What follows belongs to an exercise in optimizing a design on an open flow for small area, a short achievable clock period and few clock cycles; a production flow would make more cautious choices. In this exercise RTL edits were held to simulation tests only and were not proved equivalent to the original. Power and IR drop assume default switching activity.

$ cat config.mk
export PLATFORM = sky130hd
export DESIGN_NAME = cpu
export DESIGN_NICKNAME = cpu
export VERILOG_FILES = /design/flow/design.v
export SDC_FILE = /design/flow/constraint.sdc
export NUM_CORES = 4
export LEC_CHECK = 0
export CAP_MARGIN = 20
export CORE_MARGIN = 2
export CORE_UTILIZATION = 40
export SLEW_MARGIN = 20
$ cat constraint.sdc
create_clock -name core_clock -period 5.5 [get_ports {clk}]
set_input_delay 1.1000 -clock core_clock [delete_from_list [all_inputs] [get_ports {clk}]]
set_output_delay 1.1000 -clock core_clock [all_outputs]
set_load 0.01 [all_outputs]
$ cat design.v
module instruction_register(in, load, instruction, clk);
  parameter n = 16;   
  input clk, load ;
  input  [n-1:0] in ;
  output [n-1:0] instruction ;
  reg    [n-1:0] instruction ;
  wire   [n-1:0] next_out ;
  assign next_out = load ? in : instruction;
  always @(posedge clk) begin
    instruction <= next_out;  
  end
endmodule
module Instruction_Decoder(
  input [15:0] instruction,
  input [2:0] nsel,
  output [2:0] opcode,
  output [1:0] op,
  output [2:0] writenum,
  output [2:0] readnum,
  output [1:0] shift,
  output [15:0] sximm8,
  output [15:0] sximm5,
  output [1:0] ALUop
);
wire [2:0] Rn, Rd, Rm;
reg [2:0] num;
assign opcode = instruction [15:13];
assign op = instruction [12:11];
assign shift = instruction [4:3];
assign ALUop = instruction [12:11];
assign Rn = instruction [10:8];
assign Rd = instruction [7:5];
assign Rm = instruction [2:0];
Mux #(3) muxInDecoder (
  .Rn(Rn),
  .Rd(Rd),
  .Rm(Rm),
  .nsel(nsel),
  .num(num)
);
assign writenum = num;
assign readnum = num;
SignExtension #(8,16) extend8(
  .in(instruction[7:0]),
  .out(sximm8)
);
SignExtension #(5,16) extend5(
  .in(instruction[4:0]),
  .out(sximm5)
);
endmodule: Instruction_Decoder
module Mux(Rn, Rd, Rm, nsel, num);
 parameter n = 3;
  input [n-1:0] Rm, Rd, Rn ;   
  input [2:0]   nsel ; 
  output[n-1:0] num ;
  reg [n-1:0] num ;
  always_comb begin
    case(nsel) 				 
      3'b100: num = Rn ;
      3'b010: num = Rd ;
      3'b001: num = Rm ;
      default: num =  {n{1'b0}} ;
    endcase
  end
endmodule: Mux
module SignExtension #(
  parameter InputWidth  = 8,
  parameter OutputWidth = 16
) (
  input  logic signed [InputWidth-1:0]  in,
  output logic signed [OutputWidth-1:0] out
);
  assign out = { {OutputWidth-InputWidth{in[InputWidth-1]}}, in };
endmodule
module fsm_controller(reset,w,loads, s,op, opcode,clk,loada,loadb,loadc,asel,bsel,vsel,write,nsel);
input reset, s,clk;
input [1:0] op;
input [2:0] opcode;
output reg w, loada,loadb,loadc,asel,bsel,write,loads;
output reg [2:0] nsel;
output reg [1:0] vsel;
wire [3:0]  next_state_reset; 
reg [3:0] current_state;
reg [3:0] next_state;
assign next_state_reset = reset ? 4'b0000 : next_state;
always @(posedge clk) begin
	current_state <= next_state_reset;
end
always @(*) begin     
    casex({current_state,s,opcode,op})
        {4'b0000,6'b1xxxxx}: next_state = 4'b0001;
        {4'b0000,6'bxxxxxx}: next_state = 4'b0000;
        {4'b0001,6'bx11010}: next_state = 4'b0110;
        {4'b0001,6'bx11000}: next_state = 4'b0011;
        {4'b0011, 6'bx11000}: next_state = 4'b1111;
        {4'b1111, 6'bxxxxxx}: next_state = 4'b0101;
        {4'b0110,6'bxxxxxx}: next_state = 4'b0000;
        {4'b0001,6'bxxxxxx}: next_state = 4'b0011;
        {4'b0011,6'bx11000}: next_state = 4'b0111;
        {4'b0111,6'bxxxxx}: next_state = 4'b0101;
        {4'b0011,6'bx10111}: next_state = 4'b1000;
        {4'b0011,6'bx101xx}: next_state = 4'b0010;
        {4'b0010,6'bxxxx00}: next_state = 4'b1001;
        {4'b0010,6'bxxxx01}: next_state = 4'b1010;
        {4'b0010,6'bxxxx10}: next_state = 4'b1011;
        {4'b1000,6'bxxxxxx}: next_state = 4'b0101;
        {4'b1001, 6'bxxxxxx}: next_state = 4'b0111;
        {4'b1011, 6'bxxxxxx}: next_state = 4'b0111;
        {4'b1010, 6'bxxxxxx}: next_state = 4'b0000;
        default: next_state = 4'b0000;
    endcase
end
always @(*) begin
    case(current_state)  
        4'b0000: {w, loada, loadb, loadc, vsel, asel, bsel, nsel, loads, write} = 13'b1000000000000; 
        4'b0001: {w, loada, loadb, loadc, vsel, asel, bsel, nsel, loads, write} = 13'b0000000000000;
        4'b0110: {w, loada, loadb, loadc, vsel, asel, bsel, nsel, loads, write} = 13'b0000100010001;
        4'b0010: {w, loada, loadb, loadc, vsel, asel, bsel, nsel, loads, write} = 13'b0100000010000;
        4'b0011: {w, loada, loadb, loadc, vsel, asel, bsel, nsel, loads, write} = 13'b0010000000100;
        4'b1001: {w, loada, loadb, loadc, vsel, asel, bsel, nsel, loads, write} = 13'b0001000000000;
        4'b0101: {w, loada, loadb, loadc, vsel, asel, bsel, nsel, loads, write} = 13'b0000000001001;
        4'b0111: {w, loada, loadb, loadc, vsel, asel, bsel, nsel, loads, write} = 13'b0001000000000;
        4'b1111: {w, loada, loadb, loadc, vsel, asel, bsel, nsel, loads, write} = 13'b0_0_0_1_00_1_000000;
        4'b1000: {w, loada, loadb, loadc, vsel, asel, bsel, nsel, loads, write} = 13'b0001001000000; 
        4'b1010: {w, loada, loadb, loadc, vsel, asel, bsel, nsel, loads, write} = 13'b0000000000010;
        4'b1011: {w, loada, loadb, loadc, vsel, asel, bsel, nsel, loads, write} = 13'b0001000000000;
        default: {w, loada, loadb, loadc, vsel, asel, bsel, nsel, loads, write} = 13'b0000000000000;
    endcase
end
endmodule
module shifter(in, shift, sout);
input [15:0] in;
input [1:0] shift;
output [15:0] sout;
reg [15:0] sout;
always_comb begin
    case(shift)
    2'b00: sout = in;
    2'b01: sout = {in[14:0], 1'b0};
    2'b10: sout = {1'b0, in[15:1]};
    2'b11: sout = {in[15], in[15:1]};
    default: sout = in;
    endcase
end
endmodule
module ALU (
    Ain, 
    Bin,
    ALUop,
    out,
    status
);
input [15:0] Ain, Bin;
input [1:0] ALUop;
output reg [15:0] out;
output [2:0] status;
wire Z;
wire N;
wire V;
always @(*) begin
    case(ALUop)
    2'b00: out = Ain + Bin;
    2'b01: out = Ain - Bin;
    2'b10: out = Ain & Bin;
    2'b11: out = -Bin;
    default: out = Ain;
    endcase
end
assign Z = (out==16'b0) ? 1'b1 : 1'b0;
assign N = (out[15]== 1'b1) ? 1'b1 : 1'b0;
assign V = (Ain[15] == 0  && Bin[15] == 0 && out[15] == 1) ? 1'b1 :
			  (Ain[15] == 1  && Bin[15] == 1 && out[15] == 0) ? 1'b1 : 1'b0;
assign status = {N,V,Z};
endmodule
module regfile(data_in, writenum, write, readnum, clk, data_out);
  input [15:0] data_in;
  input [2:0] writenum, readnum;
  input write, clk;
  output signed [15:0] data_out;
  wire [7:0] onehotWrite;
  wire [7:0] onehotRead;
  wire [15:0] R0, R1, R2, R3, R4, R5, R6, R7;
  assign onehotWrite = 8'd1 << writenum;
  assign onehotRead = 8'd1 << readnum;
regfile_load #(16) load0(
   .clk(clk),
   .en(onehotWrite[0] & write),
   .in(data_in),
   .out(R0)
);
regfile_load #(16) load1(
   .clk(clk),
   .en(onehotWrite[1] & write),
   .in(data_in),
   .out(R1)
);
regfile_load #(16) load2(
   .clk(clk),
   .en(onehotWrite[2] & write),
   .in(data_in),
   .out(R2)
);
regfile_load #(16) load3(
   .clk(clk),
   .en(onehotWrite[3] & write),
   .in(data_in),
   .out(R3)
);
regfile_load #(16) load4(
   .clk(clk),
   .en(onehotWrite[4] & write),
   .in(data_in),
   .out(R4)
);
regfile_load #(16) load5(
   .clk(clk),
   .en(onehotWrite[5] & write),
   .in(data_in),
   .out(R5)
);
regfile_load #(16) load6(
   .clk(clk),
   .en(onehotWrite[6] & write),
   .in(data_in),
   .out(R6)
);
regfile_load #(16) load7(
   .clk(clk),
   .en(onehotWrite[7] & write),
   .in(data_in),
   .out(R7)
);
assign data_out = (onehotRead == 8'b00000001) ? R0 :
                  (onehotRead == 8'b00000010) ? R1 :
                  (onehotRead == 8'b00000100) ? R2 :
                  (onehotRead == 8'b00001000) ? R3 :
                  (onehotRead == 8'b00010000) ? R4 :
                  (onehotRead == 8'b00100000) ? R5 :
                  (onehotRead == 8'b01000000) ? R6 :
                  (onehotRead == 8'b10000000) ? R7 :
                  16'b0;
endmodule: regfile
module regfile_load(clk,en,in, out);
parameter n=16;  
input clk, en;
input [n-1:0] in;
output reg [n-1:0] out;
wire [n-1:0] next_out;
assign next_out = (en) ? in : out;
always @(posedge clk) begin
    out <= next_out;
end
endmodule
module datapath(
  input [2:0] writenum,
  input write,
  input [2:0] readnum,
  input clk,
  output signed [15:0] datapath_out,
  input [1:0] vsel,
  input asel,
  input bsel,
  input loada,
  input loadb,
  input loadc,
  input loads,
  input [15:0] sximm8,
  input [15:0] sximm5,
  input [15:0] mdata,
  input [7:0] PC,
  input [1:0] shift,
  input [1:0] ALUop,
  output N,
  output V,
  output Z
);
wire [15:0] data_in;
wire [15:0] data_out;
reg [15:0] in;
reg [15:0] sout;
reg [15:0] Ain;
reg [15:0] Bin;
reg [15:0] out;
reg [15:0] A3out;
wire [2:0] status;
reg [2:0] statusout;
assign data_in = (vsel == 2'b00) ? datapath_out :
                (vsel == 2'b01) ? {8'b0, PC} :
                (vsel == 2'b10) ? sximm8 :
                (vsel == 2'b11) ? mdata : 16'b0;  
regfile REGFILE (
  .data_in(data_in),
  .writenum(writenum),
  .write(write),
  .readnum(readnum),
  .clk(clk),
  .data_out(data_out)
);
reg_load #(16) A3(
   .clk(clk),
   .en(loada),
   .in(data_out),
   .out(A3out)
);
source_mux_a A6(
  .sel(asel),
  .in(A3out),
  .out(Ain)
);
reg_load #(16) B4(
   .clk(clk),
   .en(loadb),
   .in(data_out),
   .out(in)
);
shifter U1_inst (
  .in(in),
  .shift(shift),
  .sout(sout)
);
source_mux_b B7(
  .bsel(bsel),
  .data_input(sximm5),   
  .shifter_output(sout),
  .data_out(Bin)
);
ALU alu_inst (
    .Ain(Ain),
    .Bin(Bin),
    .ALUop(ALUop),
    .out(out),
    .status(status)
);
always_ff @ (posedge clk) begin
	if(loads)
	 statusout <= status;
	else
	statusout <= statusout;
	end
assign N = statusout[2];
assign V = statusout[1];
assign Z = statusout[0];
reg_load #(16) C5(
   .clk(clk),
   .en(loadc),
   .in(out),
   .out(datapath_out)
);
endmodule: datapath
module reg_load(clk,en,in, out);
parameter n=16;  
input clk, en;
input [n-1:0] in;
output reg [n-1:0] out;
wire [n-1:0] next_out;
assign next_out = (en) ? in : out;
always @(posedge clk) begin
    out <= next_out;  
end
endmodule
module source_mux_a(sel, in, out);
input sel;
input [15:0] in;
output [15:0] out;
assign out = (sel) ? 16'b0 : in;
endmodule
module source_mux_b(bsel, data_input,shifter_output, data_out);
input bsel;
input [15:0] data_input;
input [15:0] shifter_output;
output [15:0] data_out;
assign data_out = (bsel) ? data_input : shifter_output  ;
endmodule 
module cpu(clk,reset,s,load,in,out,N,V,Z,w);
input clk, reset, s, load;
input [15:0] in;
output [15:0] out;
output N, V, Z, w;
wire [15:0] instruction, sximm5, sximm8, mdata;  
wire [7:0] PC;
wire [2:0] opcode, writenum, readnum, nsel;
wire [1:0] op, vsel, shift, ALUop;
wire loada, loadb, loadc, loads, asel, bsel, write;
assign mdata = 16'd0;
assign PC = 8'd0;
instruction_register #(16) instructionRegister(
    .in(in),
    .load(load),
    .instruction(instruction),
    .clk(clk)
);
Instruction_Decoder instructionDecoder(
  .instruction(instruction),
  .nsel(nsel),  
  .opcode(opcode),  
  .op(op),  
  .writenum(writenum),  
  .readnum(readnum),  
  .shift(shift),  
  .sximm8(sximm8),  
  .sximm5(sximm5),  
  .ALUop(ALUop)  
);
fsm_controller FSM(
    .clk(clk),
    .s(s),
    .reset(reset),
    .opcode(opcode),
    .op(op),
    .vsel(vsel),
    .nsel(nsel),
    .w(w),
    .loada(loada),
    .loadb(loadb),
    .loadc(loadc),
    .loads(loads),
    .asel(asel),
    .bsel(bsel),
    .write(write)
);
datapath DP(
    .writenum(writenum),
    .readnum(readnum),
    .write(write),
    .clk(clk),
    .datapath_out(out),
    .vsel(vsel),
    .asel(asel),
    .bsel(bsel),
    .loada(loada),
    .loadb(loadb),
    .loadc(loadc),
    .loads(loads),
    .sximm5(sximm5),
    .sximm8(sximm8),
    .mdata(mdata),
    .PC(PC), 			 
    .shift(shift),
    .ALUop(ALUop),
    .Z(Z), 			 
	.N(N),
	.V(V)
);
endmodule
$ cat run.sh
#!/bin/bash
# synth_recipe.tcl (not shown) runs the flow's synth.tcl, then flattens the netlist and writes it again
# the make line also repeats each setting of config.mk as NAME=value (left out here)
make -C /OpenROAD-flow-scripts/flow DESIGN_CONFIG=/design/flow/config.mk WORK_HOME=/design/flow/orfs CLKGATE_MAP_FILE= SYNTH_SCRIPT=/design/flow/synth_recipe.tcl finish
==> summary.md, run 1 <==
| Metric | Value |
|---|---|
| CTS max path bufs | 2 |
| Ys async rst share | 0% |
| Actual slew at the worst max-slew pin | roughly 1100 ps |
| Setup bufs post-CTS | 0 |
| Outcome | timing/DRC/antenna clean |
| Slew Viols, Final | 0 |
| Post-DP HPWL | approximately 18000 um |
| H-tree levels | 4 |
| GPL Wtd Cong | roughly 0.85 |
| Seq cells post-synth | 199 |
| MaxCap Viol Count | 0 |
| Power consumption | roughly 3.3 mW |
| Post-synthesis cell count | 915 |
| CP endpoint kind | flip-flop |
| TNS Setup | 0 ps |
| Max FO, Critical Path | 13 |
| Mean routed wirelength per cell | a little over 20 um |
| Final Setup Violations | 0 |
| Syn Area/Cell | roughly 11 um^2 |
| Initial antenna violation count | 0 |
| Drt drc | 0 |
| CTS tree | yes |
| Static leakage | approximately 4.3 nW |
| Syn Std Cell Area | just over 10000 um^2 |
| Vias | 7167 |
| Kind of critical path | flip-flop to flip-flop |
| I/O Buffers | 39 |
| Congestion Overflow GR | 0 |
| DIE HEIGHT | around 160 um |
| Area of the multi-input gates | between 4000 and 5000 um^2 |
| Fin nets | between 1k and 1.5k |
| Largest net degree at the start of global routing | 39 |
| Vias/cell | between 5 and 6 |
| RSZ-0062 raised after global routing | false |
| # hold bufs at CTS | 0 |
| Unique cell type count in the Yosys netlist | 73 |
| Min Tclk post-route | 4430 ps |
| Power Density | ~280 nW/um^2 |
| Clock skew | 11.8 ps |
| Clk slew on worst S/H paths | around 80 ps |
| Area of the die | around 27000 um^2 |
| Drt pass-1 iters | 4 |
| Syn_nets | 973 |
| Tot GR Track Use | 19.7% |
| Area Overhead vs Synth | 13.4% |
| Antenna cell count | 0 |
| Yosys warnings | 8 |
| R2R Setup Slk | 1070 ps |
| Vias in the first global route | around 6.8k |
| Storage cell area | a little under 6000 um^2 |
| Iteration-0 DRC Markers | approximately 500 |
| Core Box Area | around 25000 um^2 |
| Num CTS Buffers | 17 |
| Number of synthesized flops with an enable pin | 195 |
| Worst slew margin | roughly 28% |
| Primary FF master, synth | edfxtp_1 |
| # resized after CTS | 0 |
| Final period utilization | about four fifths |
| Layout cells sized above 1 | under 10% |
| Final ANT Viol Nets | 0 |
| Clock net sink count | 199 |
| Req. time, crit path | 5770 ps |
| Startpoint type of the worst setup path | flip-flop |
| # fillers | 2321 |
| Root buf cell | clkbuf_16 |
| Top-level port count | 40 |
| First-pass GRT wire length | between 30000 and 40000 um |
| Initial core utilization | around two fifths |
| Fmax | 226 MHz |
| Worst Hold Class | flip-flop to flip-flop |
| Total wire length | 26000 um |
| Worst Path Arrival | 4700 ps |
| Register area share after synthesis | 57.3% |
| Worst skew pair latency | around 440 ps |
| Final hold vios | 0 |
| Worst vdd ir | around 190 uV |
| # rows | 58 |
| Die Wd | 165 um |
metrics by stage:
stage	std cells	setup slack [ps]	utilization (%)	hold slack [ps]	instance area (um^2)
2_1_floorplan	915	1610	-	534	10400
3_3_place_gp	1257	1220	43.9	562	11100
3_5_place_dp	1257	1110	43.9	573	11100
4_1_cts	1289	1070	46.3	579	11700
5_1_grt	1289	646	46.3	601	11700
6_report	1289	1070	46.3	582	11700
cells in the mapped netlist (4+ instances only):
| cell type | instances | area share, % |
|---|---|---|
| edfxtp_1 | 195 | 57 |
| nand2_1 | 162 | 5.9 |
| o21ai_0 | 49 | 2.4 |
| nor2_1 | 41 | 1.5 |
| and3_1 | 40 | 2.4 |
| inv_1 | 37 | 1.3 |
| ha_1 | 36 | 4.3 |
| mux2i_1 | 34 | 3.3 |
| a21oi_1 | 28 | 1.4 |
| clkbuf_1 | 23 | 0.83 |
| and2_1 | 22 | 1.3 |
| nor3_1 | 20 | 0.97 |
| nand3_1 | 17 | 0.82 |
| a221o_1 | 14 | 1.4 |
| a311oi_1 | 14 | 1.2 |
| buf_2 | 13 | 0.63 |
| a211oi_1 | 11 | 0.80 |
| mux2_2 | 9 | 0.98 |
| o21a_1 | 9 | 0.65 |
| o211ai_1 | 8 | 0.58 |
| a21o_1 | 7 | 0.51 |
| nor4_1 | 7 | 0.42 |
| xor2_1 | 7 | 0.59 |
| nand2b_1 | 6 | 0.36 |
| nor3b_1 | 6 | 0.43 |
| xnor2_1 | 6 | 0.51 |
| a31oi_1 | 5 | 0.30 |
| o21ai_1 | 5 | 0.24 |
| a21boi_0 | 4 | 0.29 |
| buf_1 | 4 | 0.14 |
| buf_6 | 4 | 0.43 |
| dfxtp_1 | 4 | 0.77 |
| nor2b_1 | 4 | 0.24 |
| o22ai_1 | 4 | 0.24 |
critical path, cell delays in order (launching register included):
cell and delay [ps]:
dfxtp_1 460, ha_1 410, mux2i_1 150, nand2b_1 330, and2_1 280, nand2_1 70, ha_1 200, inv_1 70
fa_1 450, a21oi_1 220, o22ai_1 150, o21ai_1 350, o21a_1 240, mux2_2 350, o2bb2ai_1 180, o211ai_1 120
nor4_2 230
metal layers:
metal / global-route usage [%] / vias to the layer above / part of all wire [%]
li1: - / 3476 / -
met1: 27.2 / 3513 / 47
met2: 32.9 / 158 / 48
met3: 2.89 / 20 / 3.7
met4: 4.70 / 0 / 1.3
met5: 0 / - / 0
cells in the final DEF (no fill, tap or decap), types with 17 or more instances in the layout:
cell type | Yosys | layout
edfxtp_1 | 195 | 195
nand2_1 | 162 | 162
o21ai_0 | 49 | 48
nor2_1 | 41 | 41
clkdlybuf4s50_1 | 0 | 39
and3_1 | 40 | 38
inv_1 | 37 | 37
ha_1 | 36 | 36
mux2i_1 | 34 | 34
a21oi_1 | 28 | 28
and2_1 | 22 | 22
buf_4 | 1 | 18
nand3_1 | 17 | 17
nor3_1 | 20 | 17
clkbuf_16 | 0 | 17
cells by family (layout without fill, tap and decap cells):
kind of cell | Yosys count | in the layout | synth area share (%)
AND/OR/NAND/NOR | 346 | 346 | 15.9
flip-flops | 199 | 199 | 57.3
AO/OA/AOI/OAI | 194 | 194 | 13.2
buffers and inverters | 82 | 126 | 3.46
multiplexers | 43 | 43 | 4.27
adder cells (fa/ha/maj) | 38 | 38 | 4.74
XOR/XNOR | 13 | 13 | 1.10
final cells by class:
cell class | count | area share [%]
flip-flops and latches | 199 | 50.6
multi-input cells | 634 | 35.1
repair buffers | 57 | 4.48
clock buffers | 18 | 3.66
well taps | 330 | 3.52
clock inverters | 14 | 1.53
inverters | 37 | 1.18
path summary, 6_finish.rpt:
kind	startpoint	to	cells after the start
max	FSM.current_state[1]	DP.statusout[0]	16
min	DP.REGFILE.load0.out[2]	DP.A3.out[2]	1
max reg2reg	FSM.current_state[1]	DP.statusout[0]	16
min reg2reg	DP.REGFILE.load0.out[2]	DP.A3.out[2]	1
power breakdown:
| part | total [mW] | internal (mW) | switching, mW |
|---|---|---|---|
| logic | 0.320 | 0.132 | 0.188 |
| registers | 1.68 | 1.66 | 0.0150 |
| clock network | 1.28 | 0.655 | 0.625 |
| total | 3.27 | 2.45 | 0.828 |
Testbench counts, summed over its fixed seeds: cycles 131,278.
==> inputs of run 2 (changes only) <==
==> design.v (replaced) <==
module cpu(clk,reset,s,load,in,out,N,V,Z,w);
input clk, reset, s, load;
input [15:0] in;
output [15:0] out;
output N, V, Z, w;
reg [15:0] ir;
reg [15:0] c;
reg [2:0] nvz;
reg [15:0] R [0:7];
always @(posedge clk)
  if (load) ir <= in;
wire [15:0] ins = load ? in : ir;
wire [2:0] opcode = ins[15:13];
wire [1:0] op = ins[12:11];
wire [2:0] rn = ins[10:8];
wire [2:0] rd = ins[7:5];
wire [1:0] sh = ins[4:3];
wire [2:0] rm = ins[2:0];
wire go = s & ~reset;
wire is_movi = (opcode == 3'b110) & (op == 2'b10);
wire is_mov  = (opcode == 3'b110) & (op == 2'b00);
wire is_alu  = (opcode == 3'b101);
wire is_cmp  = is_alu & (op == 2'b01);
wire wr_c    = go & (is_mov | (is_alu & (op != 2'b01)));
wire wr_rf   = wr_c | (go & is_movi);
wire [2:0] wa = is_movi ? rn : rd;
wire [15:0] a  = R[rn];
wire [15:0] bs = R[rm];
reg  [15:0] b;
always @(*)
  case (sh)
    2'b00: b = bs;
    2'b01: b = {bs[14:0], 1'b0};
    2'b10: b = {1'b0, bs[15:1]};
    default: b = {bs[15], bs[15:1]};
  endcase
wire [15:0] x = (op[1] & op[0]) ? 16'd0 : a;
wire [15:0] y = op[0] ? ~b : b;
wire [15:0] sum = x + y + {15'd0, op[0]};
reg [15:0] res;
always @(*)
  if (!is_alu) res = b;
  else if (op == 2'b10) res = a & b;
  else res = sum;
wire [15:0] wd = is_movi ? {{8{ins[7]}}, ins[7:0]} : res;
always @(posedge clk) begin
  if (wr_rf) R[wa] <= wd;
  if (wr_c) c <= res;
  if (go & is_cmp)
    nvz <= {sum[15], (~a[15] & ~b[15] & sum[15]) | (a[15] & b[15] & ~sum[15]), a == b};
end
assign out = c;
assign {N, V, Z} = nvz;
assign w = 1'b1;
endmodule
==> summary.md, run 2 <==
| Metric | Value |
|---|---|
| Num CTS Buffers | 17 |
| Max incr delay on CP | approximately 480 ps |
| DIE HEIGHT | ~160 um |
| I/O Buffers | 38 |
| # rows | 56 |
| Mean routed wirelength per cell | 20.8 um |
| Seq cells post-synth | about 160 |
| Most frequent cells in the layout | buf_4, edfxtp_1, nand2_1 |
| Met2 usage | 34.2% |
| TNS Setup | 0 ps |
| Final design utilization | 51.9% |
| Layout cells sized above 1 | a little under a third |
| Tot GR Track Use | 22.2% |
| Initial antenna violation count | 0 |
| Power Density | about 350 nW/um^2 |
| Area of the die | 24800 um^2 |
| Root buf cell | clkbuf_16 |
| M1 GR Usage | 30.9% |
| Final ANT Viol Nets | 0 |
| Vias in the first global route | approximately 6.9k |
| Slew Viols, Final | 0 |
| Startpoint type of the worst setup path | input port |
| Post-synthesis cell count | between 700 and 800 |
| Vias/cell | approximately 5.5 |
| Number of synthesized flops with an enable pin | roughly 150 |
| Core Box Area | 23300 um^2 |
| Clk slew on worst S/H paths | ~70 ps |
| Top-level port count | 40 |
| CTS max path bufs | 2 |
| Actual slew at the worst max-slew pin | ~890 ps |
| Syn_nets | a little over 800 |
| Synth top cells by count | edfxtp_1, nand2_1, a21oi_1, mux4_2, nor2_1 |
| CP endpoint kind | flip-flop |
| Fmax | roughly 190 MHz |
| Number of flip-flops in the largest register | 128 |
| Static leakage | 4.66 nW |
| Power consumption | ~4.2 mW |
| Most common cell after layout, fill and taps aside | buf_4 |
| Antenna cell count | 0 |
| # hold bufs at CTS | 0 |
| Worst slew margin | between 40% and 50% |
| Top flop regs | R x128, c x16, ir x16 |
| Drt pass-1 iters | 5 |
| Worst vdd ir | between 150 and 200 uV |
| Max FO, Critical Path | 11 |
| Top cells by area, synth | edfxtp_1, mux4_2, nand2_1 |
| Buf/Inv on CP | 5 |
| Ys async rst share | 0% |
| Yosys warnings | 1 |
| Largest net degree at the start of global routing | 23 |
| Most common cell type on the critical path | a21o_1 |
| Clock skew | roughly 12 ps |
| GR Util met3 | about 4.6% |
| Clock net sink count | 163 |
| Drt drc | 0 |
| H-tree levels | 4 |
| Family with the most delay on the worst path | compound AO/OA/AOI/OAI gates |
| Fin nets | 995 |
| Initial core utilization | 40.5% |
| GRT busiest layer | met2 |
| Top-count cell post-synth | edfxtp_1 |
| First-pass GRT wire length | 40400 um |
| Final Setup Violations | 0 |
| Kind of critical path | input port to flip-flop |
| GPL Wtd Cong | about 0.9 |
| Worst skew pair latency | between 400 and 500 ps |
| RSZ-0062 raised after global routing | false |
| Worst Hold Class | flip-flop to flip-flop |
| Min Tclk post-route | between 5000 and 6000 ps |
| Congestion Overflow GR | 0 |
| Final period utilization | a little over nine tenths |
| Outcome | timing/DRC/antenna clean |
| Yosys top cell area share | a little under half |
| Unique cell type count in the Yosys netlist | roughly 70 |
| Total wire length | ~27000 um |
| MaxCap Viol Count | 0 |
| Die Wd | 158 um |
| Syn Std Cell Area | 9440 um^2 |
| Area Overhead vs Synth | 28.2% |
| Primary FF master, synth | edfxtp_1 |
| Req. time, crit path | approximately 5600 ps |
| Post-DP HPWL | approximately 19000 um |
| Worst Path Arrival | approximately 5500 ps |
| Largest reg by FF count | R |
| CTS tree | yes |
| CP Cell Sequence | clkdlybuf4s50_1, mux2i_4, buf_12, buf_16, buf_12, mux4_2, mux2i_1, buf_4, a21oi_1, xnor2_1, ha_1, a21o_1, a21o_1, a21o_1, nand2_1, o22a_1, o21ai_0, a41o_1, a2111oi_4, o31ai_4 |
| Worst path slowest cell | mux4_2 |
| Register area share after synthesis | 50.2% |
| Vias | 7033 |
| Final hold vios | 0 |
| Iteration-0 DRC Markers | 730 |
| Syn Area/Cell | 12.4 um^2 |
| Area leader, netlist | edfxtp_1 |
==> run 2: kinds of logic (layout without fill, tap and decap cells) <==
| kind of cell | after synthesis | count (layout) | synth area share (%) |
|---|---|---|---|
| AO/OA/AOI/OAI | 154 | 154 | 10.5 |
| XOR/XNOR | 21 | 21 | 2.03 |
| adder cells (fa/ha/maj) | 32 | 32 | 4.32 |
| buffers and inverters | 65 | 259 | 3.09 |
| flip-flops | 163 | 163 | 50.2 |
| multiplexers | 103 | 103 | 19.3 |
| other | 1 | 1 | 0.0397 |
| AND/OR/NAND/NOR | 223 | 223 | 10.5 |
==> run 2: cell type report <==
cell class | instances | area [um^2]
Fill cell | 2005 | 11200
Sequential cell | 163 | 4730
Multi-Input combinational cell | 534 | 4540
Timing Repair Buffer | 199 | 1680
Clock buffer | 17 | 425
Tap cell | 319 | 399
Clock inverter | 15 | 216
Inverter | 28 | 110
==> run 2: per-layer routing <==
metal,vias to the layer above,wire length (um)
li1,3285,-
met1,3478,12000
met2,235,12100
met3,35,1750
met4,0,739
met5,-,0
==> run 2: repair_timing <==
item,in CTS,in global routing
endpoints found under the setup margin,48,71
pin swaps,1,7
buffers inserted,0,9
gates resized for setup,6,16
cloned,0,0
==> run 2: path summary, 6_finish.rpt <==
check        startpoint  endpoint  slack, ps  cells past startpoint
max               in[0]  R[2][15]        200                     20
max reg2reg       ir[0]  R[2][15]        880                     19
min reg2reg      ir[13]    ir[13]        490                      1
min              ir[13]    ir[13]        490                      1
==> run 2: where the power goes <==
part | total (mW) | switching [mW] | internal [mW]
sequential | 1.47 | 0.0116 | 1.46
combinational | 1.45 | 0.746 | 0.705
clock | 1.30 | 0.525 | 0.774
==> run 2: stage by stage <==
stage,instance area (um^2),std cells,setup slack (ps),hold WS [ps]
final,12100,1275,199,493
after global routing,12100,1275,6.61,520
after CTS,11900,1266,10.8,504
after detailed placement,11300,1234,-588,484
after global placement,11300,1234,-531,468
after floorplan,9470,762,16.9,460
Testbench counts of run 2, summed over its fixed seeds: cycles 24,064.
==> inputs of run 3 (changes only) <==
==> design.v (replaced) <==
module cpu(clk,reset,s,load,in,out,N,V,Z,w);
input clk, reset, s, load;
input [15:0] in;
output [15:0] out;
output N, V, Z, w;
reg [15:0] ir;
reg [15:0] R [0:7];
always @(posedge clk)
  if (load) ir <= in;
wire [15:0] ins = load ? in : ir;
wire [2:0] opcode = ins[15:13];
wire [1:0] op = ins[12:11];
wire [2:0] rn = ins[10:8];
wire [2:0] rd = ins[7:5];
wire [1:0] sh = ins[4:3];
wire [2:0] rm = ins[2:0];
wire go = s & ~reset;
wire is_movi = (opcode == 3'b110) & (op == 2'b10);
wire is_mov  = (opcode == 3'b110) & (op == 2'b00);
wire is_alu  = (opcode == 3'b101);
wire is_cmp  = is_alu & (op == 2'b01);
wire is_and  = is_alu & (op == 2'b10);
wire writes_c = is_mov | (is_alu & (op != 2'b01));
wire use_a   = is_alu & (op != 2'b11);    
wire inv_b   = is_alu & op[0];            
reg [15:0] p2, g2;
reg a15_2, cin2, and2, wr2, wc2, cmp2;
reg [2:0] wa2;
reg [15:0] c;
reg [2:0] nvz;
wire [15:0] res;
wire [15:0] a  = (wr2 && wa2 == rn) ? res : R[rn];
wire [15:0] bs = (wr2 && wa2 == rm) ? res : R[rm];
reg  [15:0] b;
always @(*)
  case (sh)
    2'b00: b = bs;
    2'b01: b = {bs[14:0], 1'b0};
    2'b10: b = {1'b0, bs[15:1]};
    default: b = {bs[15], bs[15:1]};
  endcase
wire [15:0] x = use_a ? a : 16'd0;
wire [15:0] y = is_movi ? {{8{ins[7]}}, ins[7:0]} : (inv_b ? ~b : b);
always @(posedge clk) begin
  p2    <= x ^ y;
  g2    <= x & y;
  a15_2 <= a[15];
  cin2  <= inv_b;
  and2  <= is_and;
  wr2   <= go & (is_movi | writes_c);
  wc2   <= go & writes_c;
  cmp2  <= go & is_cmp;
  wa2   <= is_movi ? rn : rd;
end
wire [15:0] gl [0:4];
wire [15:0] pl [0:4];
assign gl[0] = g2;
assign pl[0] = p2;
genvar l, i;
generate
  for (l = 0; l < 4; l = l + 1) begin : lvl
    for (i = 0; i < 16; i = i + 1) begin : bt
      if (i >= (1 << l)) begin : comb
        assign gl[l+1][i] = gl[l][i] | (pl[l][i] & gl[l][i - (1 << l)]);
        assign pl[l+1][i] = pl[l][i] & pl[l][i - (1 << l)];
      end else begin : pass
        assign gl[l+1][i] = gl[l][i];
        assign pl[l+1][i] = pl[l][i];
      end
    end
  end
endgenerate
wire [15:0] co = gl[4] | (pl[4] & {16{cin2}});
wire [15:0] cy = {co[14:0], cin2};
wire [15:0] sum = p2 ^ cy;
assign res = and2 ? g2 : sum;
wire [15:0] out_n = wc2 ? res : c;
wire [2:0]  nvz_n = cmp2 ? {sum[15], p2[15] & (sum[15] ^ a15_2), &p2} : nvz;
always @(posedge clk) begin
  if (wr2) R[wa2] <= res;
  c   <= out_n;
  nvz <= nvz_n;
end
assign out = out_n;
assign {N, V, Z} = nvz_n;
assign w = 1'b1;
endmodule
==> summary.md, run 3 <==
| Metric | Value |
|---|---|
| CTS max path bufs | 3 |
| Clk slew on worst S/H paths | 60 ps |
| Vias | ~8k |
| Post-route cell area | 12200 um^2 |
| Sequential share of power | between 40% and 50% |
| Final hold vios | 0 |
| Total wire length | ~30000 um |
| Post-synthesis cell count | between 1k and 1.5k |
| Clk network pwr share | approximately a third |
| Layout cells sized above 1 | between 10% and 20% |
| NetSw | ~1.4 mW |
| Seq cells post-synth | between 200 and 250 |
| Req. time, crit path | about 4400 ps |
| Power Density | around 380 nW/um^2 |
| CTS tree | yes |
| Max FO, Critical Path | 7 |
| Worst path depth | 8 |
| Clock skew | 27.4 ps |
| Yosys top cell area share | between 30% and 40% |
| Actual slew at the worst max-slew pin | between 1000 and 1500 ps |
| Syn Std Cell Area | between 10000 and 15000 um^2 |
| Largest reg by FF count | R |
| Area Overhead vs Synth | 14.4% |
| Largest net degree at the start of global routing | 65 |
| Top-level port count | 40 |
| Drt drc | 0 |
| Setup bufs post-CTS | 0 |
| Fmax | 206 MHz |
| Ys async rst share | 0% |
| Primary FF master, synth | edfxtp_1 |
| Yosys warnings | 1 |
| Startpoint type of the worst setup path | flip-flop |
| Syn Area/Cell | between 10 and 15 um^2 |
| Max incr delay on CP | between 600 and 700 ps |
| Vias/cell | 5.75 |
| I/O Buffers | 38 |
| TNS Setup | 0 ps |
| Kind of critical path | flip-flop to primary output |
| RSZ-0062 raised after global routing | false |
| Worst Hold Class | flip-flop to flip-flop |
| Combinational share of power | 25.7% |
| Buf/Inv on CP | 1 |
| # rows | 59 |
| First-pass GRT wire length | about 46000 um |
| Initial antenna violation count | 0 |
| Register area share after synthesis | 50.3% |
| Top-count cell post-synth | nand2_1 |
| Clock net sink count | about 200 |
| Area of the die | roughly 28000 um^2 |
| Slew Viols, Final | 0 |
| Root buf cell | clkbuf_16 |
| Outcome | timing/DRC/antenna clean |
| Worst slew margin | 32.7% |
| Worst Path Arrival | around 3800 ps |
| Num CTS Buffers | 23 |
| Fin nets | ~1.1k |
| Syn_nets | approximately 1.1k |
| Final Setup Violations | 0 |
| MaxCap Viol Count | 0 |
| Congestion Overflow GR | 0 |
| Top cells by area, synth | edfxtp_1, dfxtp_1, mux2i_1 |
| # hold bufs at CTS | 0 |
| Worst vdd ir | ~280 uV |
| Internal power | ~3.2 mW |
| DIE HEIGHT | about 170 um |
| Vias in the first global route | between 7k and 8k |
| Tot GR Track Use | about a fifth |
| H-tree levels | 1 |
| Worst skew pair latency | 520 ps |
| Min Tclk post-route | between 4000 and 5000 ps |
| Final period utilization | about nine tenths |
| Post-DP HPWL | 20200 um |
| Drt pass-1 iters | 17 |
| Post-DP Area | 11500 um^2 |
| Iteration-0 DRC Markers | slightly above 700 |
| Core Box Area | between 20000 and 30000 um^2 |
| Antenna cell count | 0 |
| Hold Path Stages | 1 |
| Most common cell after layout, fill and taps aside | nand2_1 |
| Worst Reg-to-Reg Cells | 11 |
| Sw frac | a little over 30% |
| Area leader, netlist | edfxtp_1 |
| Initial core utilization | between 40% and 50% |
| CP endpoint kind | primary output |
| Unique cell type count in the Yosys netlist | 76 |
| Hold Slack | about 470 ps |
| Family with the most delay on the worst path | compound AO/OA/AOI/OAI gates |
| Number of flip-flops in the largest register | ~130 |
| Die Wd | about 170 um |
| Mean routed wirelength per cell | around 21 um |
| CP Cell Sequence | a21oi_1, o21ai_1, a21o_1, o41ai_2, xor2_1, o21ai_0, mux2_2, clkdlybuf4s50_1 |
| Worst path slowest cell | o21ai_0 |
| Number of synthesized flops with an enable pin | ~130 |
| Synth top cells by count | nand2_1, edfxtp_1, mux2i_1, dfxtp_1, nor2_1 |
| Final ANT Viol Nets | 0 |
| Static leakage | approximately 4.8 nW |
| GPL Wtd Cong | slightly above 0.9 |
| Most frequent cells in the layout | nand2_1, edfxtp_1, mux2i_1 |
| # resized after CTS | 0 |
==> run 3: final cells by class <==
class | count | area, um^2
fill | 2456 | 13900
sequential | 204 | 5370
multi-input combinational | 756 | 4940
timing repair buffer | 74 | 663
clock buffer | 29 | 628
tap | 335 | 419
clock inverter | 11 | 110
inverter | 20 | 80.1
==> run 3: per-stage QoR <==
step,power [mW],setup WS [ps],cells,util (%)
2_1_floorplan,2.72,1960,1046,-
3_3_place_gp,3.19,822,1389,43.9
3_5_place_dp,3.19,749,1389,43.9
4_1_cts,4.70,759,1429,46.7
5_1_grt,4.91,484,1429,46.7
6_report,4.68,650,1429,46.7
==> run 3: power groups by stage <==
stage	Sequential, mW	Clock (mW)	Combinational, mW
after global placement	2.01	0	1.18
after floorplan	1.95	0	0.772
after global routing	1.99	1.60	1.31
final	1.98	1.50	1.20
after detailed placement	2.01	0	1.18
after CTS	1.97	1.53	1.20
==> run 3: path summary, 6_finish.rpt <==
path	slack, ps	from	end
worst min register to register	470	c[10]	c[10]
worst max register to register	1920	p2[6]	p2[12]
worst min-delay path	470	c[10]	c[10]
worst max-delay path	650	p2[6]	out[13]
==> run 3: kinds of logic after synthesis <==
group           synth area share (%)
simple gates                    16.3
xor+xnor                        2.06
compound gates                  13.0
other cells                   0.0351
flops                           50.3
buf+inv                         3.80
fa+ha+maj                       1.99
mux                             12.5
==> run 3: per-layer routing <==
layer | vias up | global-route usage (%) | wire (um)
li1 | 3893 | - | -
met1 | 3903 | 29.5 | 12700
met2 | 353 | 34.0 | 13600
met3 | 70 | 3.17 | 2610
met4 | 0 | 8.47 | 1080
met5 | - | 0 | 0
Testbench counts of run 3, summed over its fixed seeds: cycles 24,064.
==> inputs of run 4 (changes only) <==
--- a/config.mk
+++ b/config.mk
@@ -7,2 +7,3 @@
 export LEC_CHECK = 0
+export ABC_CLOCK_PERIOD_IN_PS = 2800
 export CAP_MARGIN = 20
@@ -10,2 +11,3 @@
 export CORE_UTILIZATION = 40
+export SETUP_SLACK_MARGIN = 2.5
 export SLEW_MARGIN = 20
==> summary.md, run 4 <==
| Metric | Value |
|---|---|
| Worst path slowest cell | a2111o_1 |
| Fin nets | approximately 1.2k |
| Number of flip-flops in the largest register | between 100 and 150 |
| Primary FF master, synth | edfxtp_1 |
| # placed instances | approximately 1.4k |
| Power consumption | roughly 5.3 mW |
| Clk slew on worst S/H paths | about 70 ps |
| Req. time, crit path | 4400 ps |
| Actual slew at the worst max-slew pin | roughly 750 ps |
| Syn_nets | between 1k and 1.5k |
| Post-DP HPWL | about 20000 um |
| H-tree levels | 1 |
| R2R Path Start | p2[0] |
| Final period utilization | between 70% and 80% |
| Largest reg by FF count | R |
| Largest net degree at the start of global routing | 34 |
| Worst Path Arrival | about 2800 ps |
| DIE HEIGHT | approximately 170 um |
| GPL Wtd Cong | ~0.9 |
| Top-count cell post-synth | nand2_1 |
| Worst slew margin | between 40% and 50% |
| Post-route insts no fill | approximately 1.6k |
| Top-level port count | 40 |
| Clock skew | 11.5 ps |
| Worst r2r dst | p2[6] |
| Final design utilization | between 50% and 60% |
| Most frequent cells in the layout | nand2_1, edfxtp_1, buf_4 |
| CP Cell Sequence | a211o_1, a2111o_1, o211ai_1, buf_4, xor2_2, o21ai_2, buf_6, mux2_4, buf_6 |
| Die Wd | ~170 um |
| Core Box Area | roughly 26000 um^2 |
| Initial antenna violation count | 0 |
| Total wire length | approximately 38000 um |
| Area of the die | roughly 28000 um^2 |
| Yosys warnings | 1 |
| Setup crit start | p2[0] |
| CTS tree | yes |
| Syn Area/Cell | between 10 and 15 um^2 |
| Worst Reg-to-Reg Cells | 13 |
| Worst path depth | 9 |
| Power Density | about 370 nW/um^2 |
| Ys async rst share | 0% |
| Layout cells sized above 1 | approximately a third |
| Most common cell type on the critical path | buf_6 |
| I/O Buffers | 38 |
| Drt pass-1 iters | 17 |
| Vias in the first global route | 9016 |
| Tot GR Track Use | around a quarter |
| MaxCap Viol Count | 0 |
| Clock net sink count | about 200 |
| Antenna cell count | 0 |
| Buf/Inv on CP | 3 |
| Iteration-0 DRC Markers | 1214 |
| Number of synthesized flops with an enable pin | 128 |
| Post-route cell area | 14600 um^2 |
| Static leakage | approximately 5.8 nW |
| Min Tclk post-route | around 3900 ps |
| Max FO, Critical Path | 4 |
| Top cells by area, synth | edfxtp_1, dfxtp_1, mux2i_1 |
| RSZ-0062 raised after global routing | true |
| Worst skew pair latency | between 500 and 600 ps |
| Root buf cell | clkbuf_16 |
| Vias | ~9.4k |
| Slew Viols, Final | 0 |
| Seq cells post-synth | 204 |
| Unique cell type count in the Yosys netlist | 76 |
| Outcome | timing/DRC/antenna clean |
| Worst Hold Class | flip-flop to flip-flop |
| Worst vdd ir | between 300 and 400 uV |
| Area leader, netlist | edfxtp_1 |
| Startpoint type of the worst setup path | flip-flop |
| Congestion Overflow GR | 0 |
| Register area share after synthesis | between 50% and 60% |
| Yosys top cell area share | 36.0% |
| Area Overhead vs Synth | 36.8% |
| CTS max path bufs | 3 |
| Kind of critical path | flip-flop to primary output |
| Post-synthesis cell count | 1046 |
| Final Setup Violations | 0 |
| Final hold vios | 0 |
| Synth top cells by count | nand2_1, edfxtp_1, mux2i_1, dfxtp_1, nor2_1 |
| Post-DP Area | around 12000 um^2 |
| Final ANT Viol Nets | 0 |
| Initial core utilization | about two fifths |
| Syn Std Cell Area | 10700 um^2 |
| Drt drc | 0 |
| Max incr delay on CP | ~390 ps |
| Mean routed wirelength per cell | between 20 and 25 um |
| R2R Setup Slk | between 2000 and 2500 ps |
| First-pass GRT wire length | 56400 um |
| # rows | 59 |
| Fmax | about 250 MHz |
| CP endpoint | out[5] |
| Most common cell after layout, fill and taps aside | nand2_1 |
| CP endpoint kind | primary output |
| Vias/cell | 6.01 |
| Family with the most delay on the worst path | compound AO/OA/AOI/OAI gates |
| Num CTS Buffers | 23 |
| TNS Setup | 0 ps |
## run 4: cell types whose count changed in the layout (fill, tap and decap cells not counted), sizes merged, moves of 4 or more
cell	change
clkdlybuf4s50	-24
dlygate4sd2	+4
bufbuf	+5
buf	+137
## run 4: what timing repair did
item,4_1_cts,5_1_grt
hold buffers,0,0
pin swaps,71,60
gates cloned,13,0
resized for setup,259,83
setup endpoints to repair,52,51
setup buffers,97,21
## run 4: where the power goes
group / internal (mW) / leakage [nW] / total [mW] / switching (mW)
Clock: 0.818 / 0.351 / 1.45 / 0.634
Sequential: 1.88 / 1.79 / 2.00 / 0.121
Combinational: 0.883 / 3.68 / 1.88 / 1.00
Total: 3.58 / 5.82 / 5.33 / 1.76
## run 4: how the worst min path moves through the flow
| stage | from | endpoint | slack [ps] | depth (start not counted) |
|---|---|---|---|---|
| finish | nvz[1] | nvz[1] | 460 | 2 |
| detailed placement | c[9] | c[9] | 460 | 1 |
| global placement | c[9] | c[9] | 460 | 1 |
| global route | c[9] | c[9] | 490 | 1 |
| CTS | c[9] | c[9] | 470 | 1 |
| floorplan | ir[6] | ir[6] | 440 | 2 |
## run 4: through the flow
step | hold WS, ps | setup slack [ps]
after global placement | 455 | 842
after floorplan | 444 | 2030
after detailed placement | 459 | 749
after global routing | 486 | 1510
final | 461 | 1570
after CTS | 471 | 1560
## run 4: final cells by class
cell class                 instances  area (um^2)
timing repair inverter             2         13.8
tap                              335          419
sequential                       204         5410
timing repair buffer             196         2100
clock inverter                    11         80.1
multi-input combinational        758         5810
fill                            2162        11500
inverter                          20          123
clock buffer                      30          632
## run 4: worst register-to-register path, cell delays in order, from the launching register on
cell and delay (ps):
dfxtp_4 360, a211o_1 320, a2111o_1 390, o211ai_1 250
buf_4 220, xor2_2 70, o21ai_2 160, buf_6 150
buf_4 190, o22ai_1 120, a221oi_2 310, mux2i_1 210
o21ai_1 100, ha_2 310
## run 4: routing by layer
metal	GRT usage, %	wire (um)
met3	4.09	3860
met1	36.1	14900
met4	9.83	2010
met2	43.3	17000
met5	0	0
## run 4: cell families (layout without fill, tap and decap cells)
logic type      count (synthesis)  count (layout)  synth area share [%]
compound gates                195             195                  13.0
flops                         204             204                  50.3
other cells                     1               1                0.0351
fa+ha+maj                      17              17                  1.99
mux                           121             122                  12.5
simple gates                  399             400                  16.3
buf+inv                        86             259                  3.80
xor+xnor                       23              23                  2.06
==> inputs of run 5 (changes only) <==
--- a/design.v
+++ b/design.v
@@ -1 +1,49 @@
+module ALU(
+  input  [15:0] p,       
+  input  [15:0] g,       
+  input         cin,
+  input         a15,     
+  input         is_and,
+  input         wc,      
+  input         cmp,     
+  input  [15:0] c,       
+  input  [2:0]  nvz,     
+  output [15:0] res,     
+  output [15:0] out_n,   
+  output [2:0]  nvz_n    
+);
+wire [15:0] gl [0:4];
+wire [15:0] pl [0:4];
+assign gl[0] = g;
+assign pl[0] = p;
+genvar l, i;
+generate
+  for (l = 0; l < 4; l = l + 1) begin : lvl
+    for (i = 0; i < 16; i = i + 1) begin : bt
+      if (i >= (1 << l)) begin : comb
+        assign gl[l+1][i] = gl[l][i] | (pl[l][i] & gl[l][i - (1 << l)]);
+        assign pl[l+1][i] = pl[l][i] & pl[l][i - (1 << l)];
+      end else begin : pass
+        assign gl[l+1][i] = gl[l][i];
+        assign pl[l+1][i] = pl[l][i];
+      end
+    end
+  end
+endgenerate
+wire [15:0] co = gl[4] | (pl[4] & {16{cin}});
+wire [15:0] cy = {co[14:0], cin};
+wire [15:0] r0 = is_and ? g : p;
+wire [15:0] r1 = is_and ? g : ~p;
+wire [15:0] o0 = wc ? r0 : c;
+wire [15:0] o1 = wc ? r1 : c;
+genvar k;
+generate
+  for (k = 0; k < 16; k = k + 1) begin : sel
+    assign res[k]   = cy[k] ? r1[k] : r0[k];
+    assign out_n[k] = cy[k] ? o1[k] : o0[k];
+  end
+endgenerate
+wire s15 = p[15] ^ cy[15];
+assign nvz_n = cmp ? {s15, p[15] & (s15 ^ a15), &p} : nvz;
+endmodule
 module cpu(clk,reset,s,load,in,out,N,V,Z,w);
@@ -30,3 +78,4 @@
 reg [2:0] nvz;
-wire [15:0] res;
+wire [15:0] res, out_n;
+wire [2:0] nvz_n;
 wire [15:0] a  = (wr2 && wa2 == rn) ? res : R[rn];
@@ -54,26 +103,4 @@
 end
-wire [15:0] gl [0:4];
-wire [15:0] pl [0:4];
-assign gl[0] = g2;
-assign pl[0] = p2;
-genvar l, i;
-generate
-  for (l = 0; l < 4; l = l + 1) begin : lvl
-    for (i = 0; i < 16; i = i + 1) begin : bt
-      if (i >= (1 << l)) begin : comb
-        assign gl[l+1][i] = gl[l][i] | (pl[l][i] & gl[l][i - (1 << l)]);
-        assign pl[l+1][i] = pl[l][i] & pl[l][i - (1 << l)];
-      end else begin : pass
-        assign gl[l+1][i] = gl[l][i];
-        assign pl[l+1][i] = pl[l][i];
-      end
-    end
-  end
-endgenerate
-wire [15:0] co = gl[4] | (pl[4] & {16{cin2}});
-wire [15:0] cy = {co[14:0], cin2};
-wire [15:0] sum = p2 ^ cy;
-assign res = and2 ? g2 : sum;
-wire [15:0] out_n = wc2 ? res : c;
-wire [2:0]  nvz_n = cmp2 ? {sum[15], p2[15] & (sum[15] ^ a15_2), &p2} : nvz;
+ALU alu(.p(p2), .g(g2), .cin(cin2), .a15(a15_2), .is_and(and2), .wc(wc2),
+        .cmp(cmp2), .c(c), .nvz(nvz), .res(res), .out_n(out_n), .nvz_n(nvz_n));
 always @(posedge clk) begin
==> summary.md, run 5 <==
| Metric | Value |
|---|---|
| Outcome | timing/DRC/antenna clean |
| Top-level port count | 40 |
| Clock net sink count | about 200 |
| Power consumption | ~5.4 mW |
| CP Cell Sequence | a21oi_4, o21ai_4, o211ai_1, buf_4, and3b_2, o31ai_4, mux2_2, clkbuf_2 |
| Die Wd | roughly 170 um |
| Slew Viols, Final | 0 |
| Synth top cells by count | nand2_1, edfxtp_1, mux2i_1, dfxtp_1, nor2_1 |
| Final ANT Viol Nets | 0 |
| Vias/cell | between 5 and 6 |
| Seq cells post-synth | slightly above 200 |
| Number of flip-flops in the largest register | around 130 |
| Area leader, netlist | edfxtp_1 |
| Place WS | about 780 ps |
| Worst path slowest cell | o211ai_1 |
| Most frequent cells in the layout | nand2_1, edfxtp_1, buf_4 |
| Final design utilization | around 56% |
| First-pass GRT wire length | 49600 um |
| Initial antenna violation count | 1 |
| Layout cells sized above 1 | a little under two fifths |
| Worst setup margin | between 1500 and 2000 ps |
| Largest reg by FF count | R |
| Vias | just under 9k |
| # placed instances | around 1.4k |
| Unique cell type count in the Yosys netlist | 69 |
| CTS max path bufs | 3 |
| Post-synthesis cell count | 1010 |
| Post-DP HPWL | a little under 20000 um |
| Top cells by area, synth | edfxtp_1, dfxtp_1, mux2i_1 |
| H-tree levels | 1 |
| Static leakage | between 5 and 6 nW |
| MaxCap Viol Count | 0 |
| Worst path depth | 8 |
| Initial core utilization | 40.5% |
| DIE HEIGHT | 166 um |
| Buf/Inv on CP | 2 |
| Register area share after synthesis | 51.2% |
| Clk slew on worst S/H paths | 60 ps |
| Worst Hold Class | flip-flop to flip-flop |
| Post-route insts no fill | ~1.5k |
| Final period utilization | roughly two thirds |
| TNS Setup | 0 ps |
| Worst Reg-to-Reg Cells | 10 |
| Kind of critical path | flip-flop to primary output |
| M1 GR Usage | 31.6% |
| Yosys warnings | 2 |
| Fmax | ~270 MHz |
| Worst slew margin | between 30% and 40% |
| Startpoint type of the worst setup path | flip-flop |
| Max incr delay on CP | around 480 ps |
| Largest net degree at the start of global routing | 37 |
| Number of synthesized flops with an enable pin | roughly 130 |
| Power Density | roughly 370 nW/um^2 |
| Area of the die | 27500 um^2 |
| Req. time, crit path | 4400 ps |
| Worst skew pair latency | 540 ps |
| Syn_nets | approximately 1.0k |
| GPL Wtd Cong | just over 0.9 |
| Core Box Area | 25900 um^2 |
| Vias in the first global route | about 8.3k |
| Fin nets | roughly 1.2k |
| RSZ-0062 raised after global routing | true |
| CP endpoint | out[11] |
| Syn Std Cell Area | 10500 um^2 |
| Most common cell after layout, fill and taps aside | nand2_1 |
| Max FO, Critical Path | 4 |
| Family with the most delay on the worst path | compound AO/OA/AOI/OAI gates |
| Worst vdd ir | 285 uV |
| Clock skew | about 37 ps |
| # rows | 59 |
| R2R Setup Slk | between 2000 and 3000 ps |
| Post-DP Area | 11500 um^2 |
| Drt drc | 0 |
| Min Tclk post-route | about 3700 ps |
| CP endpoint kind | primary output |
| Setup crit start | g2[1] |
| Iteration-0 DRC Markers | 871 |
| Met2 usage | between 30% and 40% |
| R2R Path Start | g2[5] |
| Hold Slack | between 400 and 500 ps |
| Final hold vios | 0 |
| Primary FF master, synth | edfxtp_1 |
| Area Overhead vs Synth | 39.2% |
| Tot GR Track Use | a little under a quarter |
| Worst r2r dst | p2[15] |
| CTS tree | yes |
| GR Util met3 | 3.74% |
| GRT busiest layer | met2 |
| Mean routed wirelength per cell | around 23 um |
| Worst Path Arrival | about 2600 ps |
| Syn Area/Cell | ~10 um^2 |
| Actual slew at the worst max-slew pin | roughly 1000 ps |
| I/O Buffers | 38 |
| Antenna cell count | 0 |
| Root buf cell | clkbuf_16 |
| Drt pass-1 iters | 5 |
| Top-count cell post-synth | nand2_1 |
| Ys async rst share | 0% |
| Congestion Overflow GR | 0 |
| Post-route cell area | ~15000 um^2 |
| Yosys top cell area share | 36.7% |
| Final Setup Violations | 0 |
| Total wire length | ~35000 um |
| Num CTS Buffers | 22 |
run 5: cell count changes in the layout (fill, tap and decap cells not counted), sizes merged, moves of 5 or more:
cell,delta
a22oi,+12
o211ai,+5
and3,-5
o31ai,+6
clkbuf,+6
inv,-6
nand2,-41
a21oi,+12
o21ai,-13
nor3b,+5
run 5: logic make-up (layout without fill, tap and decap cells):
logic type                 after synthesis  after routing  synth area share [%]
AOI/OAI and AO/OA                      218            218                  14.5
muxes                                  123            123                  13.1
xor gates and xnor gates                16             16                  1.34
and+or+nand+nor                        353            353                  14.8
buffers and inverters                   79            253                  3.13
adders and majority gates               16             16                  1.91
other                                    1              1                0.0358
DFF                                    204            204                  51.2
run 5: worst reg2reg max path, cell delays in order (launching register included):
cell	delay [ps]
dfxtp_2	420
nor3_4	70
nor3b_2	220
o211ai_1	270
a2111oi_2	510
o31a_2	200
buf_4	190
o211ai_1	160
a211oi_2	310
mux2i_1	240
ha_1	260
run 5: power by group:
| part | total [mW] | switching [mW] | internal [mW] |
|---|---|---|---|
| Combinational | 1.77 | 0.945 | 0.821 |
| Sequential | 2.00 | 0.121 | 1.88 |
| Clock | 1.63 | 0.613 | 1.02 |
run 5: routing by layer:
metal	up-vias	routed length, um	part of all wire (%)
li1	4091	-	-
met1	4315	14500	42
met2	388	16000	46
met3	99	2420	7.0
met4	2	1670	4.8
met5	-	13	0.038
run 5: how the worst min path moves through the flow:
stage / startpoint / to / slack [ps] / cells after the start
2_1_floorplan: ir[13] / ir[13] / 460 / 2
3_3_place_gp: c[9] / c[9] / 460 / 1
3_5_place_dp: c[15] / c[15] / 460 / 1
4_1_cts: nvz[1] / nvz[1] / 470 / 2
5_1_grt: nvz[1] / nvz[1] / 480 / 2
6_report: nvz[1] / nvz[1] / 460 / 2
run 5: cell type report:
type                    count  area [um^2]
repair buffers            196         1990
clock buffers              29          607
fillers                  2094        11300
well taps                 335          419
multi-input cells         727         5860
flip-flops and latches    204         5430
clock inverters            10          200
inverters                  18         82.6
run 5: timing repair:
action	CTS	global route
gates cloned	6	4
setup buffers	74	35
endpoints found under the hold margin	0	0
resized for setup	290	106
endpoints found under the setup margin	56	51
pin swaps	110	88
hold buffers	0	0
Testbench counts of run 5, summed over its fixed seeds: cycles 24,064.
==> inputs of run 6 (changes only) <==
--- a/config.mk
+++ b/config.mk
@@ -13 +13,2 @@
 export SLEW_MARGIN = 20
+export SYNTH_HIERARCHICAL = 1
==> summary.md, run 6 <==
| Metric | Value |
|---|---|
| Worst skew pair latency | around 530 ps |
| Clk slew on worst S/H paths | roughly 60 ps |
| DIE HEIGHT | 171 um |
| Antenna cell count | 0 |
| Syn_nets | ~1.2k |
| Slew Viols, Final | 0 |
| Syn Area/Cell | between 9 and 10 um^2 |
| Unique cell type count in the Yosys netlist | a little under 80 |
| Min Tclk post-route | around 3800 ps |
| Largest net degree at the start of global routing | 45 |
| Most common cell after layout, fill and taps aside | nand2_1 |
| Vias | 10.5k |
| # rows | 61 |
| Met2 usage | 42.3% |
| I/O Buffers | 38 |
| Most frequent cells in the layout | nand2_1, edfxtp_1, buf_4 |
| Power Density | about 360 nW/um^2 |
| Outcome | timing/DRC/antenna clean |
| Internal power | between 3 and 4 mW |
| First-pass GRT wire length | approximately 60000 um |
| Static leakage | about 5.7 nW |
| Ys async rst share | 0% |
| Worst Hold Class | flip-flop to flip-flop |
| Sw frac | 32.4% |
| MaxCap Viol Count | 0 |
| Yosys top cell area share | between 30% and 40% |
| Combinational share of power | between 30% and 40% |
| Register area share after synthesis | 47.9% |
| Iteration-0 DRC Markers | ~1.2k |
| Seq cells post-synth | slightly above 200 |
| Number of flip-flops in the largest register | 128 |
| Area Overhead vs Synth | 34.4% |
| Worst Path Arrival | between 2000 and 3000 ps |
| Kind of critical path | flip-flop to primary output |
| Total wire length | between 40000 and 50000 um |
| Syn Std Cell Area | 11200 um^2 |
| TNS Setup | 0 ps |
| GRT busiest layer | met2 |
| Top-count cell post-synth | nand2_1 |
| Post-route insts no fill | 1716 |
| Clock skew | ~8.9 ps |
| Mean routed wirelength per cell | about 24 um |
| CP endpoint kind | primary output |
| # fillers | roughly 2.4k |
| Hold Slack | roughly 480 ps |
| Final hold vios | 0 |
| Final period utilization | between 60% and 70% |
| Drt pass-1 iters | 10 |
| Largest reg by FF count | R |
| Fmax | around 270 MHz |
| M1 GR Usage | between 30% and 40% |
| Worst vdd ir | 220 uV |
| Post-synthesis cell count | approximately 1.2k |
| H-tree levels | 1 |
| Core Box Area | approximately 28000 um^2 |
| Layout cells sized above 1 | between 20 and 30% |
| Post-DP HPWL | ~23000 um |
| Num CTS Buffers | 24 |
| Tot GR Track Use | a little over a quarter |
| NetSw | roughly 1.7 mW |
| Top-level port count | 40 |
| Synth top cells by count | nand2_1, edfxtp_1, dfxtp_1, o21ai_0, nor2_1 |
| Vias in the first global route | around 9.8k |
| Max FO, Critical Path | 3 |
| Initial core utilization | ~40% |
| Die Wd | between 150 and 200 um |
| Number of synthesized flops with an enable pin | 128 |
| Yosys warnings | 8 |
| Root buf cell | clkbuf_16 |
| Startpoint type of the worst setup path | flip-flop |
| Final Setup Violations | 0 |
| Post-DP Area | ~12000 um^2 |
| Req. time, crit path | 4400 ps |
| Drt drc | 0 |
| # placed instances | 1574 |
| Clock net sink count | roughly 200 |
| Area leader, netlist | edfxtp_1 |
| Area of the die | 29300 um^2 |
| GPL Wtd Cong | ~0.89 |
| RSZ-0062 raised after global routing | true |
| GR Util met3 | around 4.7% |
| Fin nets | 1357 |
| Worst slew margin | 50.0% |
| Post-route cell area | between 15000 and 20000 um^2 |
| Congestion Overflow GR | 0 |
| Clk network pwr share | between 20% and 30% |
| Actual slew at the worst max-slew pin | about 750 ps |
| Final ANT Viol Nets | 0 |
| CTS max path bufs | 3 |
| CTS tree | yes |
| Vias/cell | 6.10 |
| R2R Setup Slk | roughly 2000 ps |
| Sequential share of power | 37.1% |
| Initial antenna violation count | 0 |
| Power consumption | ~5.4 mW |
| Primary FF master, synth | edfxtp_1 |
| Top cells by area, synth | edfxtp_1, dfxtp_1, nand2_1 |
## run 6: changes by cell type after synthesis, sizes merged, moves of 23 or more
cell,before,now
o21ai,25,79
nand2,173,222
buf,19,44
mux2i,92,30
o211ai,10,36
nor2b,2,25
## run 6: what timing repair did
action	4_1_cts	5_1_grt
pin swaps	47	48
cloned	9	2
gates resized for setup	245	90
setup buffers	59	29
endpoints found under the setup margin	52	51
hold buffers	0	0
## run 6: cell type report
cell class | instances | area, um^2 | share of cell area, %
Inverter | 34 | 155 | 1.03
Timing Repair Buffer | 181 | 1980 | 13.2
Tap cell | 378 | 473 | 3.15
Clock buffer | 36 | 716 | 4.76
Multi-Input combinational cell | 875 | 6240 | 41.5
Timing Repair inverter | 1 | 5.00 | 0.0333
Sequential cell | 204 | 5400 | 35.9
Clock inverter | 7 | 61.3 | 0.408
## run 6: kinds of logic after synthesis
| logic type | Yosys count | synth area share (%) |
|---|---|---|
| multiplexers | 47 | 4.54 |
| AO/OA/AOI/OAI | 365 | 22.5 |
| XOR/XNOR | 22 | 1.72 |
| AND/OR/NAND/NOR | 423 | 16.9 |
| buffers and inverters | 121 | 4.61 |
| other | 1 | 0.0335 |
| flip-flops | 204 | 47.9 |
| adder cells (fa/ha/maj) | 16 | 1.79 |
## run 6: final timing paths
check,from,to,depth (start not counted)
min reg2reg,c[0],c[0],1
min,c[0],c[0],1
max,p2[1],out[7],11
max reg2reg,p2[1],p2[15],15
## run 6: metrics by stage
stage | setup slack (ps) | util, %
2_1_floorplan | 2220 | -
3_3_place_gp | 984 | 44.4
3_5_place_dp | 964 | 44.4
4_1_cts | 1740 | 52.0
5_1_grt | 1670 | 54.4
6_report | 1730 | 54.4
## run 6: power by group through the flow
stage	logic (mW)	registers, mW	clock network, mW
after floorplan	0.816	1.96	0
after global placement	1.33	2.00	0
after detailed placement	1.34	2.00	0
after CTS	1.62	1.98	1.60
after global routing	1.90	2.00	1.66
final	1.80	1.99	1.57
## run 6: per-layer routing
| metal | vias up | part of all wire, % |
|---|---|---|
| met4 | 0 | 4.7 |
| li1 | 4703 | - |
| met5 | - | 0 |
| met1 | 5047 | 40 |
| met2 | 609 | 45 |
| met3 | 117 | 10 |
## run 6: critical path, cell delays in order, from the launching register on
cell and delay (ps):
dfxtp_2 340, and3_4 200, a221oi_4 380, buf_4 190, o21ai_4 60, buf_4 150, buf_6 120, xnor2_4 130
o21ai_2 70, buf_6 130, mux2_4 260, buf_6 120
## run 6: modules after synthesis, one instance, submodules excluded
module / cells inside / flops+latches / times used
cpu: 1041 / 204 / 1
ALU: 158 / 0 / 1

-- static timing again, ports no longer ideal --
No port has a modelled driver above. Below, the same layouts with a new extraction and two added sets of constraints.
Step 1 assumes that a clkbuf_16 drives the clock port and a buf_2 every other input.
Step 2 moves the port delays by t, midway between the first and last clock arrival at a register: inputs arrive t later, outputs are due t later. That takes back most of the time a late clock gives input paths.
a / b / c = ideal / step 1 / step 2; a / b = the first two.
run | shift t [ns] | slack for setup (ns) | worst slew at a driven data input, ns
run 1 | 0.482 | 1.067 / 1.067 / 1.067 | 0.05
run 2 | 0.481 | 0.199 / 0.221 / -0.260 | 0.04
run 3 | 0.551 | 0.650 / 0.601 / 0.736 | 0.04
run 4 | 0.580 | 1.566 / 1.514 / 1.598 | 0.08
run 5 | 0.568 | 1.847 / 1.800 / 1.735 | 0.07
run 6 | 0.573 | 1.730 / 1.678 / 1.583 | 0.19
Met with ideal ports but missed after step 2: setup timing in run 2. For run 2, which loses most, drivers alone change the setup slack by +0.022 ns; drivers and shift together by -0.459 ns.
